From an optimization exercise on the open Yosys and OpenROAD flow, aimed at small area, a short achievable clock period and few clock cycles per item; shortcuts taken in it are not production practice.
Power is estimated from default activity; no workload was simulated.

Setup of oak:
Design dma_controller, start of the top module:
module dma_controller(
    input wire clk,
    input wire reset,
    input wire trigger,
    input wire [4:0] length,
    input wire [31:0] source_address,
    input wire [31:0] destination_add,
    input wire ARREADY,
    input wire [31:0] RDATA,
    input wire RVALID,
    input wire AWREADY,
    input wire WREADY,
    input wire BVALID,
    output reg done,
    output wire [31:0] ARADDR,
    output wire ARVALID,
    output wire RREADY,
    output wire [31:0] AWADDR,
    output wire AWVALID,
    output wire [31:0] WDATA,
    output wire WVALID,
    output wire BREADY
);
Size in the first run: roughly 2600 um2 of cells after synthesis.
==> module addr_stream, before the edit <==
module addr_stream(
    input wire clk,
    input wire reset,
    input wire trigger,
    input wire [2:0] words,
    input wire [31:0] base,
    input wire ready,
    output wire valid,
    output wire [31:0] addr
);
    localparam G = 4;                       
    localparam NG = (27 + G - 1) / G;       
    reg busy;
    reg [2:0] idx;
    reg [2:0] flip_lo;
    reg [NG-1:0] carry;
    assign valid = trigger | busy;
    wire hs = valid & ready;
    wire last = (idx + 3'd1) == words;
    wire [2:0] idx_next = hs ? (last ? 3'd0 : idx + 3'd1) : idx;
    always @(posedge clk or posedge reset) begin
        if (reset) begin
            idx <= 3'd0;
            busy <= 1'b0;
        end else begin
            idx <= idx_next;
            if (hs)
                busy <= !last;
            else if (trigger)
                busy <= 1'b1;
        end
    end
    wire [3:0] lo_next = {1'b0, base[4:2]} + {1'b0, idx_next};
    wire [26:0] up = base[31:5];
    always @(posedge clk) begin
        flip_lo <= lo_next[2:0] ^ base[4:2];
    end
    genvar g, k;
    generate
        for (g = 0; g < NG; g = g + 1) begin : grp
            wire below;
            if (g == 0) begin : first
                assign below = 1'b1;
            end else begin : rest
                assign below = &up[g*G-1:0];
            end
            always @(posedge clk)
                carry[g] <= lo_next[3] & below;
        end
    endgenerate
    assign addr[1:0] = 2'b00;
    assign addr[4:2] = base[4:2] ^ flip_lo;
    generate
        for (k = 0; k < 27; k = k + 1) begin : bit_up
            localparam integer GB = (k / G) * G;    
            wire inner;
            if (k == GB) begin : first
                assign inner = 1'b1;
            end else begin : rest
                assign inner = &up[k-1:GB];
            end
            assign addr[5 + k] = up[k] ^ (carry[k / G] & inner);
        end
    endgenerate
endmodule
clock: 4.0 ns
lec_check: 0
cap_margin: 20
core_margin: 2
core_utilization: 40
setup_slack_margin: 1.5
slew_margin: 20
standard.sh (not shown) runs the stock make flow with config.mk's settings and CLKGATE_MAP_FILE= SYNTH_SCRIPT=/design/flow/synth_recipe.tcl, a recipe that flattens the netlist after the stock synthesis.
==> flow/flow/run.sh <==
#!/bin/bash
# Standard layout, but with the smallest buffer on the ports (the flow upsizes
# them where timing needs it).
set -euo pipefail
export BUFFER_PORTS_ARGS="-buffer_cell sky130_fd_sc_hd__buf_1"
bash standard.sh > standard.log 2>&1
oak: done, clean on timing, DRC and antenna
[inputs] pine vs oak
--- a/flow/design.v
+++ b/flow/design.v
@@ -67,42 +67,52 @@
     reg busy;
     reg [2:0] idx;
     reg [2:0] flip_lo;
     reg [NG-1:0] carry;
     assign valid = trigger | busy;
     wire hs = valid & ready;
-    wire last = (idx + 3'd1) == words;
-    wire [2:0] idx_next = hs ? (last ? 3'd0 : idx + 3'd1) : idx;
+    wire [2:0] idx_inc = idx + 3'd1;
+    wire last = idx_inc == words;
+    wire step = hs & !last;                 
     always @(posedge clk or posedge reset) begin
         if (reset) begin
             idx <= 3'd0;
             busy <= 1'b0;
         end else begin
-            idx <= idx_next;
+            if (hs)
+                idx <= last ? 3'd0 : idx_inc;
             if (hs)
                 busy <= !last;
             else if (trigger)
                 busy <= 1'b1;
         end
     end
-    wire [3:0] lo_next = {1'b0, base[4:2]} + {1'b0, idx_next};
+    wire [2:0] lo_inc = addr[4:2] + 3'd1;
+    wire carry_inc = carry[0] | (&addr[4:2]);
     wire [26:0] up = base[31:5];
     always @(posedge clk) begin
-        flip_lo <= lo_next[2:0] ^ base[4:2];
+        if (step)
+            flip_lo <= lo_inc ^ base[4:2];
+        else if (!busy)
+            flip_lo <= 3'd0;
     end
     genvar g, k;
     generate
         for (g = 0; g < NG; g = g + 1) begin : grp
             wire below;
             if (g == 0) begin : first
                 assign below = 1'b1;
             end else begin : rest
                 assign below = &up[g*G-1:0];
             end
-            always @(posedge clk)
-                carry[g] <= lo_next[3] & below;
+            always @(posedge clk) begin
+                if (step)
+                    carry[g] <= carry_inc & below;
+                else if (!busy)
+                    carry[g] <= 1'b0;
+            end
         end
     endgenerate
     assign addr[1:0] = 2'b00;
     assign addr[4:2] = base[4:2] ^ flip_lo;
     generate
         for (k = 0; k < 27; k = k + 1) begin : bit_up
==> comparison <==
- Against oak, pine comes in 6.6% higher on last weighted congestion value of the routability-driven placer.
- There was hardly any difference in clock skew between oak and pine.
- Delta (pine minus oak): clock network power dropped about 5%; post-route cell area higher; inverter count of the layout excluding clock inverters down 2.
No functional check of the RTL was part of any run of this note.

static timing again, ports no longer ideal:
In the flow no input, the clock included, has a driving cell. The finished layouts below were timed again as built, in two steps.
Step 1, drivers: a clkbuf_16 drives clk and a buf_2 each remaining input, both assumed.
Step 2 times the ports against the registers' clock, not the clock port: input delays grow and output delays shrink by t, the midpoint of the rising clock arrivals with the driver on.
Three values: ideal ports, drivers, drivers and shift; two values: the first two.
| run | t, ns | setup WS [ns] | worst data-port slew with drivers (ns) |
|---|---|---|---|
| oak | 0.301 | 1.593 / 1.594 / 1.293 | 0.07 |
| pine | 0.305 | 1.687 / 1.654 / 1.400 | 0.08 |
After both steps every run listed still meets setup and hold. The setup slack of oak, which loses most, moves by +0.001 ns with the drivers and by -0.300 ns with both steps.
